This design comes from an exercise in tuning for small area and a short achievable clock period on the open sky130 flow, not from production work. Where RTL was checked, it was by simulation tests only, not by an equivalence proof against the original.

==> exp/pepper <==
// ParallelFIR
module ParallelFIR(input wire clk,
                   input wire signed [7:0] x,
                   output reg signed [17:0] y);
  reg [7:0] x1, x2, x3, x4, x5, x6, x7, x8, x9, x10, x11, x12, x13, x14, x15, x16, x17, x18, x19;
  reg p2_0_0, p2_0_1, p2_1_0, p2_1_1, p2_2_0, p2_2_1, p2_3_0, p2_3_1, p2_4_0, p2_4_1, p2_5_0, p2_5_1, p2_6_0, p2_6_1, p2_7_0, p2_7_1, p2_8_0, p2_8_1, p2_9_0, p2_9_1, p2_10_0, p2_10_1, p2_11_0, p2_11_1, p2_12_0, p2_12_1, p2_13_0, p2_13_1, p2_14_0, p2_14_1, p2_15_0, p2_15_1, p2_16_0, p1_0_0, p1_0_1, p1_1_0, p1_1_1, p1_2_0, p1_2_1, p1_3_0, p1_3_1, p1_4_0, p1_4_1, p1_5_0, p1_5_1, p1_6_0, p1_6_1, p1_7_0, p1_7_1, p1_8_0, p1_8_1, p1_9_0, p1_9_1, p1_10_0, p1_10_1, p1_11_0, p1_11_1, p1_12_0, p1_12_1, p1_13_0, p1_13_1, p1_14_0, p1_14_1, p1_15_0, p1_15_1, p1_16_0, p1_16_1;
  wire s1, c1;
  FullAdd u1 (.a(1'b1), .b(x7[1]), .c(x8[3]), .s(s1), .co(c1));
  wire s2, c2;
  FullAdd u2 (.a(x7[2]), .b(x8[4]), .c(x10[4]), .s(s2), .co(c2));
  wire s3 = x11[2] ^ x12[5];
  wire c3 = x11[2] & x12[5];
  wire s4, c4;
  FullAdd u4 (.a(1'b1), .b(x7[3]), .c(x8[5]), .s(s4), .co(c4));
  wire s5, c5;
  FullAdd u5 (.a(x7[0]), .b(x8[2]), .c(x9[6]), .s(s5), .co(c5));
  wire s6, c6;
  FullAdd u6 (.a(x8[0]), .b(x10[5]), .c(x10[0]), .s(s6), .co(c6));
  wire s7, c7;
  FullAdd u7 (.a(x11[3]), .b(x12[6]), .c(x12[4]), .s(s7), .co(c7));
  wire s8, c8;
  FullAdd u8 (.a(x10[2]), .b(x11[0]), .c(x12[0]), .s(s8), .co(c8));
  wire s9, c9;
  FullAdd u9 (.a(1'b1), .b(x7[4]), .c(x8[6]), .s(s9), .co(c9));
  wire s10, c10;
  FullAdd u10 (.a(x8[1]), .b(x9[7]), .c(x9[0]), .s(s10), .co(c10));
  wire s11, c11;
  FullAdd u11 (.a(x7[1]), .b(x8[3]), .c(x10[3]), .s(s11), .co(c11));
  wire s12, c12;
  FullAdd u12 (.a(x10[6]), .b(x10[1]), .c(x11[4]), .s(s12), .co(c12));
  wire s13, c13;
  FullAdd u13 (.a(x11[1]), .b(x12[7]), .c(x12[1]), .s(s13), .co(c13));
  wire s14, c14;
  FullAdd u14 (.a(x12[5]), .b(x12[3]), .c(x13[5]), .s(s14), .co(c14));
  wire s15, c15;
  FullAdd u15 (.a(x14[6]), .b(x14[4]), .c(x15[4]), .s(s15), .co(c15));
  wire s16, c16;
  FullAdd u16 (.a(x7[2]), .b(x8[7]), .c(x8[4]), .s(s16), .co(c16));
  wire s17, c17;
  FullAdd u17 (.a(x7[5]), .b(x8[2]), .c(x9[1]), .s(s17), .co(c17));
  wire s18, c18;
  FullAdd u18 (.a(x10[7]), .b(x10[4]), .c(x11[2]), .s(s18), .co(c18));
  wire s19, c19;
  ...
clock: 11.0 ns
lec_check: 0
cap_margin: 20
core_margin: 2
core_utilization: 50
slew_margin: 20
synth_hierarchical: 1
synth_minimum_keep_size: 0
standard.sh (not shown) runs the stock make flow with config.mk's settings and CLKGATE_MAP_FILE= SYNTH_SCRIPT=/design/flow/synth_recipe.tcl, a recipe that flattens the netlist after the stock synthesis.
==> flow/flow/run.sh <==
#!/bin/bash
set -e
cp standard.sh standard.sh.txt 2>/dev/null || true
export SETUP_SLACK_MARGIN=${MARGIN:-7.6}
bash standard.sh > standard.log 2>&1
==> exp/willow (differences from exp/pepper) <==
==> flow/run.sh (new file) <==
#!/bin/bash
# synth_recipe.tcl (not shown) runs the flow's synth.tcl, then flattens the netlist and writes it again
# the make line also repeats each setting of config.mk as NAME=value (left out here)
make -C /OpenROAD-flow-scripts/flow DESIGN_CONFIG=/design/flow/config.mk WORK_HOME=/design/flow/orfs CLKGATE_MAP_FILE= SYNTH_SCRIPT=/design/flow/synth_recipe.tcl finish
removed: flow/flow/run.sh
removed: flow/standard.sh
==> results.py <==
metrics = {
    "detailed_routing": {
        "wl_mm": 24.4,
    },
    "status": {
        "outcome": "no timing/DRC/antenna violations",
    },
    "global_routing": {
        "grt_max_degree": 14,
        "grt_pass1_wl_mm": 40.4,
        "use_met1": 0.298,
    },
    "timing": {
        "timing.hold.ws_ns": 0.341,
    },
    "finish": {
        "multi_input_area_share": 0.534,
        "seq_share": 0.326,
        "final_area_um2": 14400,
    },
    "placement": {
        "dpl-instance-area_um2": 13500,
    },
}
[end of results for exp/willow]
==> results.py <==
metrics = {
    "global_routing": {
        "grt_max_degree": 15,
        "grt_pass1_wl_mm": 42.3,
        "use_met1": 0.310,
    },
    "status": {
        "outcome": "no timing/DRC/antenna violations",
    },
    "finish": {
        "final_area_um2": 15100,
        "largest_cell_class": "multi-input combinational cells",
        "multi_input_area_share": 0.524,
    },
    "min_path": {
        "holdPathStages": 0,
    },
    "detailed_routing": {
        "wl_mm": 26.0,
        "ant_nets": 0,
    },
    "floorplan": {
        "die_w_um": 164,
    },
}
[end of results for exp/pepper]
Function was not checked in any run of this note: the RTL went through the layout flow alone.

==> build 42 <==
ParallelFIR, a different RTL version from the one above (not shown whole).
export LEC_CHECK = 0
export CAP_MARGIN = 20
export CORE_MARGIN = 2
export CORE_UTILIZATION = 50
export SLEW_MARGIN = 20
export SYNTH_HIERARCHICAL = 1
export SYNTH_MINIMUM_KEEP_SIZE = 0
create_clock -name core_clock -period 11.0 [get_ports {clk}]
==> flow/flow/run.sh <==
#!/bin/bash
# The standard layout, with repair_timing asked to keep extra setup margin
# (the SDC and its clock period are unchanged) so that it sizes the design for
# a shorter achieved period.  Each tool's output is in the ORFS logs; make's
# output is in standard.log.
set -e
export SETUP_SLACK_MARGIN=7.7
bash standard.sh > standard.log 2>&1
==> build 43 (differences from build 42) <==
==> flow/flow/run.sh (replaced) <==
#!/bin/bash
# The standard layout, with repair_timing asked to keep extra setup margin
# (the SDC and its clock period are unchanged) so that it sizes the design for
# a shorter achieved period, and a clock tree without dummy loads.  Each tool's
# output is in the ORFS logs; make's output is in standard.log.
set -e
export SETUP_SLACK_MARGIN=7.7
export CTS_ARGS="-sink_clustering_enable -repair_clock_nets -dont_use_dummy_load"
bash standard.sh > standard.log 2>&1
==> build 62 (differences from build 42) <==
--- a/flow/design.v
+++ b/flow/design.v
@@ -2,26 +2,26 @@
 module ParallelFIR(input wire clk,
                    input wire signed [7:0] x,
                    output reg signed [17:0] y);
   reg [7:0] x1, x2, x3, x4, x5, x6, x7, x8, x9, x10, x11, x12, x13, x14, x15, x16, x17;
   reg p4_0_0, p4_1_0, p4_1_1, p4_2_0, p4_2_1, p4_3_0, p4_3_1, p4_4_0, p4_4_1, p4_5_0, p4_5_1, p4_6_0, p4_6_1, p4_7_0, p4_7_1, p4_8_0, p4_8_1, p4_9_0, p4_9_1, p4_10_0, p4_10_1, p4_11_0, p4_11_1, p4_12_0, p4_12_1, p4_13_0, p3_0_0, p3_0_1, p3_1_0, p3_1_1, p3_2_0, p3_2_1, p3_3_0, p3_3_1, p3_4_0, p3_4_1, p3_5_0, p3_5_1, p3_6_0, p3_6_1, p3_7_0, p3_7_1, p3_8_0, p3_8_1, p3_9_0, p3_9_1, p3_10_0, p3_10_1, p3_11_0, p3_11_1, p3_12_0, p3_12_1, p3_13_0, p3_13_1, p3_14_0, p3_14_1, p3_15_0, p3_15_1, p2_0_0, p2_0_1, p2_1_0, p2_1_1, p2_2_0, p2_2_1, p2_3_0, p2_3_1, p2_4_0, p2_4_1, p2_5_0, p2_5_1, p2_6_0, p2_6_1, p2_7_0, p2_7_1, p2_8_0, p2_8_1, p2_9_0, p2_9_1, p2_10_0, p2_10_1, p2_11_0, p2_11_1, p2_12_0, p2_12_1, p2_13_0, p2_13_1, p2_14_0, p2_14_1, p2_15_0, p2_15_1, p2_16_0, p2_16_1, p1_0_0, p1_0_1, p1_1_0, p1_1_1, p1_2_0, p1_2_1, p1_3_0, p1_3_1, p1_4_0, p1_4_1, p1_5_0, p1_5_1, p1_6_0, p1_6_1, p1_7_0, p1_7_1, p1_8_0, p1_8_1, p1_9_0, p1_9_1, p1_10_0, p1_10_1, p1_11_0, p1_11_1, p1_12_0, p1_12_1, p1_13_0, p1_13_1, p1_14_0, p1_14_1, p1_15_0, p1_15_1, p1_16_0, p1_16_1, p1_17_0;
   wire [7:0] xo = {~x[7], x[6:0]};
   wire s1 = 1'b1 ^ x12[1];
   wire c1 = 1'b1 & x12[1];
-  wire s2, c2;
-  FullAdd u2 (.a(1'b1), .b(x12[2]), .c(x15[7]), .s(s2), .co(c2));
-  wire s3, c3;
-  FullAdd u3 (.a(1'b1), .b(x15[3]), .c(x16[2]), .s(s3), .co(c3));
+  wire s2 = 1'b1 ^ x12[2] ^ x15[7];
+  wire c2 = (1'b1 & x12[2]) | (1'b1 & x15[7]) | (x12[2] & x15[7]);
+  wire s3 = 1'b1 ^ x15[3] ^ x16[2];
+  wire c3 = (1'b1 & x15[3]) | (1'b1 & x16[2]) | (x15[3] & x16[2]);
   wire n4 = ~x12[2];
   wire n5 = ~x12[0];
   wire s6 = n4 ^ n5;
   wire c6 = n4 & n5;
-  wire s7, c7;
-  FullAdd u7 (.a(1'b1), .b(x15[4]), .c(x16[3]), .s(s7), .co(c7));
+  wire s7 = 1'b1 ^ x15[4] ^ x16[3];
+  wire c7 = (1'b1 & x15[4]) | (1'b1 & x16[3]) | (x15[4] & x16[3]);
   wire s8, c8;
   FullAdd u8 (.a(x12[3]), .b(x12[1]), .c(x13[1]), .s(s8), .co(c8));
   wire n9 = ~x14[3];
   wire n10 = ~x14[1];
   wire s11 = n9 ^ n10;
   wire c11 = n9 & n10;
   wire s12, c12;
   FullAdd u12 (.a(x12[0]), .b(x15[5]), .c(x16[4]), .s(s12), .co(c12));
@@ -47,18 +47,18 @@
   FullAdd u22 (.a(x14[7]), .b(x14[5]), .c(x17[7]), .s(s22), .co(c22));
   wire s23, c23;
   FullAdd u23 (.a(x12[3]), .b(x16[7]), .c(c2), .s(s23), .co(c23));
   wire n24 = ~x12[6];
   wire s25 = n24 ^ x12[4];
   wire c25 = n24 & x12[4];
   wire s26 = x15[1] ^ x16[0];
   wire c26 = x15[1] & x16[0];
-  wire s27, c27;
-  FullAdd u27 (.a(1'b1), .b(x15[2]), .c(x16[1]), .s(s27), .co(c27));
+  wire s27 = 1'b1 ^ x15[2] ^ x16[1];
+  wire c27 = (1'b1 & x15[2]) | (1'b1 & x16[1]) | (x15[2] & x16[1]);
   wire n28 = ~x12[1];
   wire s29 = n28 ^ n10;
   wire c29 = n28 & n10;
   wire s30, c30;
   FullAdd u30 (.a(x13[0]), .b(x14[2]), .c(x14[0]), .s(s30), .co(c30));
   wire n31 = ~x17[2];
   wire s32, c32;
   FullAdd u32 (.a(n31), .b(s6), .c(s3), .s(s32), .co(c32));
@@ -88,18 +88,18 @@
   FullAdd u46 (.a(n45), .b(c20), .c(s23), .s(s46), .co(c46));
   wire s47, c47;
   FullAdd u47 (.a(x13[6]), .b(x14[6]), .c(c21), .s(s47), .co(c47));
   wire n48 = ~c22;
   wire s49, c49;
   FullAdd u49 (.a(s25), .b(n48), .c(c23), .s(s49), .co(c49));
   wire s50, c50;
   FullAdd u50 (.a(x12[7]), .b(x13[7]), .c(x14[7]), .s(s50), .co(c50));
-  wire s51, c51;
-  FullAdd u51 (.a(1'b1), .b(x12[5]), .c(c25), .s(s51), .co(c51));
+  wire s51 = 1'b1 ^ x12[5] ^ c25;
+  wire c51 = (1'b1 & x12[5]) | (1'b1 & c25) | (x12[5] & c25);
   wire n52 = ~x14[0];
   wire s53 = n5 ^ n52;
   wire c53 = n5 & n52;
   wire s54, c54;
   FullAdd u54 (.a(c26), .b(s29), .c(s27), .s(s54), .co(c54));
   wire s55, c55;
   FullAdd u55 (.a(c29), .b(c27), .c(s32), .s(s55), .co(c55));
   wire n56 = ~c30;
@@ -118,18 +118,18 @@
   wire s65, c65;
   FullAdd u65 (.a(c41), .b(s44), .c(n64), .s(s65), .co(c65));
   wire n66 = ~c46;
   wire s67, c67;
   FullAdd u67 (.a(c44), .b(s47), .c(n66), .s(s67), .co(c67));
   wire n68 = ~s51;
   wire s69, c69;
   FullAdd u69 (.a(s50), .b(n68), .c(c47), .s(s69), .co(c69));
-  wire s70, c70;
-  FullAdd u70 (.a(1'b1), .b(x12[6]), .c(c51), .s(s70), .co(c70));
+  wire s70 = 1'b1 ^ x12[6] ^ c51;
+  wire c70 = (1'b1 & x12[6]) | (1'b1 & c51) | (x12[6] & c51);
   wire s71 = s26 ^ s53;
   wire c71 = s26 & s53;
   wire n72 = ~x17[1];
   wire s73, c73;
   FullAdd u73 (.a(n72), .b(c53), .c(s54), .s(s73), .co(c73));
   wire n74 = ~s30;
   wire s75, c75;
   FullAdd u75 (.a(n74), .b(c54), .c(s55), .s(s75), .co(c75));
@@ -152,18 +152,18 @@
   wire s87, c87;
   FullAdd u87 (.a(n86), .b(c65), .c(s67), .s(s87), .co(c87));
   wire n88 = ~c49;
   wire s89, c89;
   FullAdd u89 (.a(n88), .b(s69), .c(c67), .s(s89), .co(c89));
   wire n90 = ~s70;
   wire s91, c91;
   FullAdd u91 (.a(c50), .b(n90), .c(c69), .s(s91), .co(c91));
-  wire s92, c92;
-  FullAdd u92 (.a(1'b1), .b(x12[7]), .c(c70), .s(s92), .co(c92));
+  wire s92 = 1'b1 ^ x12[7] ^ c70;
+  wire c92 = (1'b1 & x12[7]) | (1'b1 & c70) | (x12[7] & c70);
   wire s93 = p4_4_0 ^ p4_4_1;
   wire c93 = p4_4_0 & p4_4_1;
   wire s94, c94;
   FullAdd u94 (.a(p4_5_0), .b(p4_5_1), .c(x9[4]), .s(s94), .co(c94));
   wire s95, c95;
   FullAdd u95 (.a(p4_6_0), .b(p4_6_1), .c(x9[5]), .s(s95), .co(c95));
   wire s96, c96;
   FullAdd u96 (.a(x9[0]), .b(x10[3]), .c(x11[6]), .s(s96), .co(c96));
@@ -339,18 +339,18 @@
   wire s191, c191;
   FullAdd u191 (.a(c171), .b(s174), .c(n190), .s(s191), .co(c191));
   wire n192 = ~c175;
   wire s193, c193;
   FullAdd u193 (.a(s176), .b(c174), .c(n192), .s(s193), .co(c193));
   wire n194 = ~s179;
   wire s195, c195;
   FullAdd u195 (.a(s178), .b(n194), .c(c176), .s(s195), .co(c195));
-  wire s196, c196;
-  FullAdd u196 (.a(1'b1), .b(c149), .c(c178), .s(s196), .co(c196));
+  wire s196 = 1'b1 ^ c149 ^ c178;
+  wire c196 = (1'b1 & c149) | (1'b1 & c178) | (c149 & c178);
   wire s197 = 1'b1 ^ p4_0_0;
   wire c197 = 1'b1 & p4_0_0;
   wire n198 = ~p4_1_1;
   wire s199, c199;
   FullAdd u199 (.a(n198), .b(x11[1]), .c(s180), .s(s199), .co(c199));
   wire s200, c200;
   FullAdd u200 (.a(c180), .b(s181), .c(s150), .s(s200), .co(c200));
   wire s201, c201;
==> flow/flow/run.sh (replaced) <==
#!/bin/bash
# The standard layout, with repair_timing asked to keep extra setup margin
# (the SDC and its clock period are unchanged) so that it sizes the design for
# a shorter achieved period, and a smaller clock tree without dummy loads.
# Each tool's output is in the ORFS logs; make's output is in standard.log.
set -e
export SETUP_SLACK_MARGIN=7.7
export CTS_ARGS="-sink_clustering_enable -repair_clock_nets -dont_use_dummy_load -buf_list sky130_fd_sc_hd__clkbuf_16 -sink_clustering_size 30 -sink_clustering_max_diameter 200"
bash standard.sh > standard.log 2>&1
==> notes <==
- Build 43 completed without violations. Build 62 finished clean. Build 42 ran to the end with no violations.
- In sequential cell count, build 62 and build 43 do not differ.
- Register-to-register slack is about the same in build 42 and build 43.
- Worst hold slack: build 42 is better than build 43 (0.00071 ns).
- Against build 43, the non-clock buffer count of build 62 is higher by 1.
- Between build 62 and build 42, the lower synthesized area is in build 62 (gap about 0.8%, measured against build 42).
- The lowest via count belongs to build 62, the highest to build 42.
==> figures <==
item                                                                 build 62    build 43    build 42
Share of cell area taken by flip-flops and latches                      0.374       0.362       0.355
Critical-path cell with the highest stage delay                          fa_1     dfxtp_1     dfxtp_1
CTS buffer count                                                           13          30          30
Number of global-route vias before repair                                7007        7310        7319
Fraction of synthesized cell area taken by the top area cell type       0.442       0.450       0.450
Slew of the pin with the lowest slew margin                          0.533 ns    0.530 ns    0.553 ns
Result of the run                            no timing/DRC/antenna violations  no timing/DRC/antenna violations  no timing/DRC/antenna violations
Number of cells traversed by the worst register-to-register path           11           5           5
Worst slew slack as a fraction of its limit                             0.644       0.646       0.631
First-pass GRT wire length                                            37.1 mm     38.5 mm     38.7 mm
Total of clock buffers placed in the layout                                13          30          42
Final min period                                                      3.27 ns     3.26 ns     3.26 ns
Total number of multi-input combinational cells                           461         481         481
Startpoint of the most critical register-to-register path              p1_2_1       x9[7]       x9[7]
For build 42 and build 43, only the layout was checked, not whether the RTL still works.

==> re-timing with driven ports <==
How much do the figures lean on ideal ports? The routed layouts below were timed once more, with nothing changed but the port constraints. Step 1 assumes that a clkbuf_16 drives the clock port and a buf_2 every other input. Step 2 also shifts input and output timing later by t, the mid clock arrival at the registers, as if the neighbouring blocks saw the same clock. Three values: no drivers, after step 1, after step 2; two values: the first two.
| run | t (ns) | setup WS [ns] | worst hold slack (ns) | worst setup path after step 2 | slew at the worst register clock pin (ns) |
|---|---|---|---|---|---|
| exp/pepper | 0.591 | 7.186 / 7.186 / 7.186 | 0.330 / 0.330 / 0.330 | register to register | 0.06 / 0.06 |
| exp/willow | 0.580 | 6.812 / 6.812 / 6.812 | 0.341 / 0.341 / 0.341 | register to register | 0.06 / 0.06 |
| build 42 | 0.589 | 7.740 / 7.690 / 7.799 | 0.330 / 0.330 / 0.330 | register to register | 0.06 / 0.06 |
| build 43 | 0.586 | 7.740 / 7.689 / 7.800 | 0.329 / 0.329 / 0.329 | register to register | 0.06 / 0.06 |
| build 62 | 0.502 | 7.726 / 7.706 / 7.726 | 0.338 / 0.338 / 0.338 | register to register | 0.12 / 0.12 |
After both steps setup and hold are still met in every run listed.
